This is an optimization exercise on Yosys and OpenROAD, whose aim is small area, a short achievable clock period and few clock cycles per item, not a production implementation.

== exp/umber ==
// expression_solver
module expression_solver
(
    input clk,
    input rst,
    input start,
    input [7:0] X,
    input [15:0] A,
    input [15:0] B,
    input [15:0] C,
    output [15:0] result,
    output zero,
    output overflow,
    output completed
);
Size in the first run: about 18 flip-flops, ~78 I/O pins, about 0.0038 mm^2 of cells after synthesis.
clock: 11.0 ns
lec_check: 0
cap_margin: 20
core_margin: 2
core_utilization: 40
setup_slack_margin: 2
slew_margin: 20
synth_hierarchical: 1
synth_minimum_keep_size: 0
standard.sh (not shown) runs the stock make flow with config.mk's settings and CLKGATE_MAP_FILE= SYNTH_SCRIPT=/design/flow/synth_recipe.tcl, a recipe that flattens the netlist after the stock synthesis.
==> flow/flow/run.sh <==
#!/bin/bash
# The standard layout, with the port buffers made from the smallest buffer
# (buf_1) instead of the delay buffer buffer_ports picks by default; the
# resizer still upsizes them where timing, slew or load ask for it.
set -euo pipefail
export BUFFER_PORTS_ARGS="-buffer_cell sky130_fd_sc_hd__buf_1"
bash standard.sh > standard_finish.log 2>&1
exp/umber ran to completion and came out clean on the timing, DRC and antenna checks.
> inputs changed (exp/umber -> exp/yarrow)
Settings: changing CORE_UTILIZATION from 40 to 60.
==> run summary <==
Post-route worst setup slack, exp/umber and exp/yarrow: smaller value in exp/yarrow. When exp/yarrow is measured against exp/umber, its number of placed instances, taps included turns out 8.5% lower. Changes observed in exp/yarrow relative to exp/umber: sum of routed wire length over all layers stayed essentially flat, number of signal-net buffers in the layout rose by 1.2%. Re count of hold-fix buffers inserted at cts: no difference whatsoever between exp/umber and exp/yarrow.
Changes in exp/willow relative to exp/yarrow:
Settings: CORE_UTILIZATION: 60 -> 40; SETUP_SLACK_MARGIN: 2 -> 1.
- Delta (exp/willow minus exp/yarrow): worst endpoint data arrival time +0.55 ns; first-pass GRT wire length increased by 480 um relative to the old numbers.
Function was not checked in any run of this note: the RTL went through the layout flow alone.

Another version of the RTL of expression_solver (not shown whole).
For scale: ~410 cells after synthesis, about 78 I/O pins, roughly 4000 um^2 of cells after synthesis.
Design expression_solver, start of the top module:
module expression_solver
(
    input clk,
    input rst,
    input start,
    input [7:0] X,
    input [15:0] A,
    input [15:0] B,
    input [15:0] C,
    output [15:0] result,
    output zero,
    output overflow,
    output completed
);
clock: 11.0 ns
lec_check: 0
cap_margin: 20
core_margin: 2
core_utilization: 40
setup_slack_margin: 1.5
slew_margin: 20
synth_hierarchical: 1
synth_minimum_keep_size: 0
Scripts as last shown in full above: flow/flow/run.sh
==> next run, changes <==
SETUP_SLACK_MARGIN = 2   (was 1.5)
Outcome: Worst hold slack stays flat; core utilization barely changes; synthesized area does not change; fmax came out higher by a few percent; wire length barely changes.
==> next run, changes <==
SETUP_SLACK_MARGIN = 2.5   (was 2)
=> Area after synthesis does not change; count of clock-buffer cells in the layout is unchanged; maximum frequency climbs by about 3.7%; non-clock buffer count climbs by 10; worst setup slack gets better by 310 ps; hold slack gets worse by 20 ps; sequential share of layout area drops by 0.53 points; die area stays the same; register-to-register slack gets better by 150 ps.
No run of this note included a check of the RTL's function; only the layout flow was run.

Setup of job 2304:
Another version of the RTL of expression_solver (not shown whole).
For scale: about 19 flip-flops, about 78 I/O pins, roughly 0.0046 sq mm of cells after synthesis.
export LEC_CHECK = 0
export CAP_MARGIN = 20
export CORE_MARGIN = 2
export CORE_UTILIZATION = 40
export SLEW_MARGIN = 20
export SYNTH_HIERARCHICAL = 1
export SYNTH_MINIMUM_KEEP_SIZE = 0
create_clock -name core_clock -period 11.0 [get_ports {clk}]
run.sh (not shown) runs the stock make flow with config.mk's settings and CLKGATE_MAP_FILE= SYNTH_SCRIPT=/design/flow/synth_recipe.tcl, a recipe that flattens the netlist after the stock synthesis.
Stock flow here: none of the scripts above is used.
In summary, job 2304 completed successfully, with a layout that passed the timing, DRC and antenna checks.
Setup changes, job 2304 to job 6322
--- a/flow/config.mk
+++ b/flow/config.mk
@@ -10,4 +10,3 @@
 export CORE_UTILIZATION = 40
+export SETUP_SLACK_MARGIN = 2
 export SLEW_MARGIN = 20
-export SYNTH_HIERARCHICAL = 1
-export SYNTH_MINIMUM_KEEP_SIZE = 0
### Flow results
[compare] base=job 2304 new=job 6322: number of nets produced by synthesis picked up an extra about 12%; cell area picked up an extra 370 sq um; post-route fraction of the period consumed by the critical path lost 8.7 points; area share of and/or/nand/nor cells after synthesis lost 0.33 points.
When the final numbers for job 6322 and job 2304 were put side by side, the setup slack of the most critical reg-to-reg path turned out to be greater in job 6322.
Inputs modified between job 6322 and job 2310:
==> flow/flow/run.sh (new file) <==
#!/bin/bash
# The standard layout, with the port buffers made from the smallest buffer
# (buf_1) instead of the delay buffer buffer_ports picks by default; the
# resizer still upsizes them where timing, slew or load ask for it.
set -euo pipefail
export BUFFER_PORTS_ARGS="-buffer_cell sky130_fd_sc_hd__buf_1"
bash standard.sh > standard_finish.log 2>&1
==> flow/standard.sh (new file) <==
#!/bin/bash
# synth_recipe.tcl (not shown) runs the flow's synth.tcl, then flattens the netlist and writes it again
# the make line also repeats each setting of config.mk as NAME=value (left out here)
make -C /OpenROAD-flow-scripts/flow DESIGN_CONFIG=/design/flow/config.mk WORK_HOME=/design/flow/orfs CLKGATE_MAP_FILE= SYNTH_SCRIPT=/design/flow/synth_recipe.tcl "${@:-finish}"
--- a/flow/config.mk
+++ b/flow/config.mk
@@ -10,3 +10,2 @@
 export CORE_UTILIZATION = 40
-export SETUP_SLACK_MARGIN = 2
 export SLEW_MARGIN = 20
removed: flow/run.sh
--- outcome ---
In the metrics for job 2310 and job 6322, the one carrying the lower fraction of area in multi-input gates is job 6322.
Per the final summary, job 2310 finished and its layout is clean on timing, DRC and antenna.
Endpoint arrival time on the critical path (higher): job 2310
Taking job 6322 as the reference, in job 2310 cell area went down by about 17%, worst max-slew margin expressed relative to the limit picked up an extra 6.5 points, effective utilization at floorplan closely matched the old numbers.
For job 3222, these inputs were changed with respect to job 2310:
==> flow/run.sh (new file) <==
#!/bin/bash
# synth_recipe.tcl (not shown) runs the flow's synth.tcl, then flattens the netlist and writes it again
# the make line also repeats each setting of config.mk as NAME=value (left out here)
make -C /OpenROAD-flow-scripts/flow DESIGN_CONFIG=/design/flow/config.mk WORK_HOME=/design/flow/orfs CLKGATE_MAP_FILE= SYNTH_SCRIPT=/design/flow/synth_recipe.tcl finish
removed: flow/flow/run.sh
removed: flow/standard.sh
Notes after the runs:
Job 3222 reached the end of the flow, and the finished layout is clean on the timing, DRC and antenna checks.
Comparing job 2310 with job 3222, the hold slack came out essentially unchanged.
Time the worst path needs with I/O delays and setup in job 3222 is 0.71 ns higher than in job 2310
## Diff of input files: job 9067 against job 3222
--- a/flow/config.mk
+++ b/flow/config.mk
@@ -10,2 +10,3 @@
 export CORE_UTILIZATION = 40
+export SETUP_SLACK_MARGIN = 1
 export SLEW_MARGIN = 20
==> run summary <==
Having completed the whole flow, job 9067 delivered a layout that passed the timing, DRC and antenna checks.
Summary of job 9067 over job 3222: antenna violation net count after detailed routing now sits at about the same level, clock buffer and inverter area fraction after layout ~0 delta.
Job 9067 -> job 3222: area after synthesis delta 0, exact match
Looking at highest achievable clock rate, job 9067 sits above job 3222.
Between job 9067 and job 3222, the share of the clock period used by the worst path after layout is higher for job 3222.
No run of this note included a check of the RTL's function; only the layout flow was run.

re-timing with driven ports:
The results above use ideal ports. As a check the final layouts listed here were re-extracted and re-timed, cells and wires unchanged. Step 1, drivers: a clkbuf_16 drives clk and a buf_2 each remaining input, both assumed. Step 2 also shifts input and output timing later by t, the mid clock arrival at the registers, as if the neighbouring blocks saw the same clock. Slacks: ideal ports / drivers / drivers and shift; pairs: ideal ports / drivers.
run | t, ns | slack for setup (ns) | worst hold slack (ns) | clock arrival spread, ns | worst register clock-pin slew, ns
exp/umber | 0.269 | 2.012 / 1.991 / 1.991 | 0.531 / 0.531 / 0.531 | 0.003 / 0.003 | 0.07 / 0.07
exp/yarrow | 0.268 | 1.935 / 1.909 / 1.909 | 0.518 / 0.518 / 0.518 | 0.001 / 0.001 | 0.06 / 0.06
exp/willow | 0.270 | 1.391 / 1.365 / 1.365 | 0.534 / 0.534 / 0.534 | 0.001 / 0.002 | 0.07 / 0.07
the first run of note 2 | 0.289 | 1.979 / 1.951 / 1.951 | 0.500 / 0.500 / 0.500 | 0.005 / 0.004 | 0.08 / 0.08
the second run of note 2 | 0.289 | 2.253 / 2.229 / 2.229 | 0.500 / 0.500 / 0.500 | 0.005 / 0.004 | 0.08 / 0.08
the third run of note 2 | 0.291 | 2.564 / 2.544 / 2.544 | 0.481 / 0.481 / 0.481 | 0.002 / 0.002 | 0.08 / 0.08
job 2304 | 0.277 | 1.125 / 1.102 / 1.102 | 0.422 / 0.422 / 0.422 | 0.002 / 0.001 | 0.06 / 0.06
job 6322 | 0.275 | 2.084 / 2.059 / 2.059 | 0.484 / 0.484 / 0.484 | 0.004 / 0.004 | 0.07 / 0.07
job 2310 | 0.281 | 1.679 / 1.654 / 1.654 | 0.476 / 0.476 / 0.476 | 0.006 / 0.006 | 0.08 / 0.08
job 3222 | 0.276 | 0.971 / 0.947 / 0.947 | 0.477 / 0.477 / 0.477 | 0.005 / 0.005 | 0.07 / 0.07
job 9067 | 0.275 | 1.232 / 1.204 / 1.204 | 0.479 / 0.479 / 0.479 | 0.004 / 0.004 | 0.07 / 0.07
After both steps setup and hold are still met in every run listed.
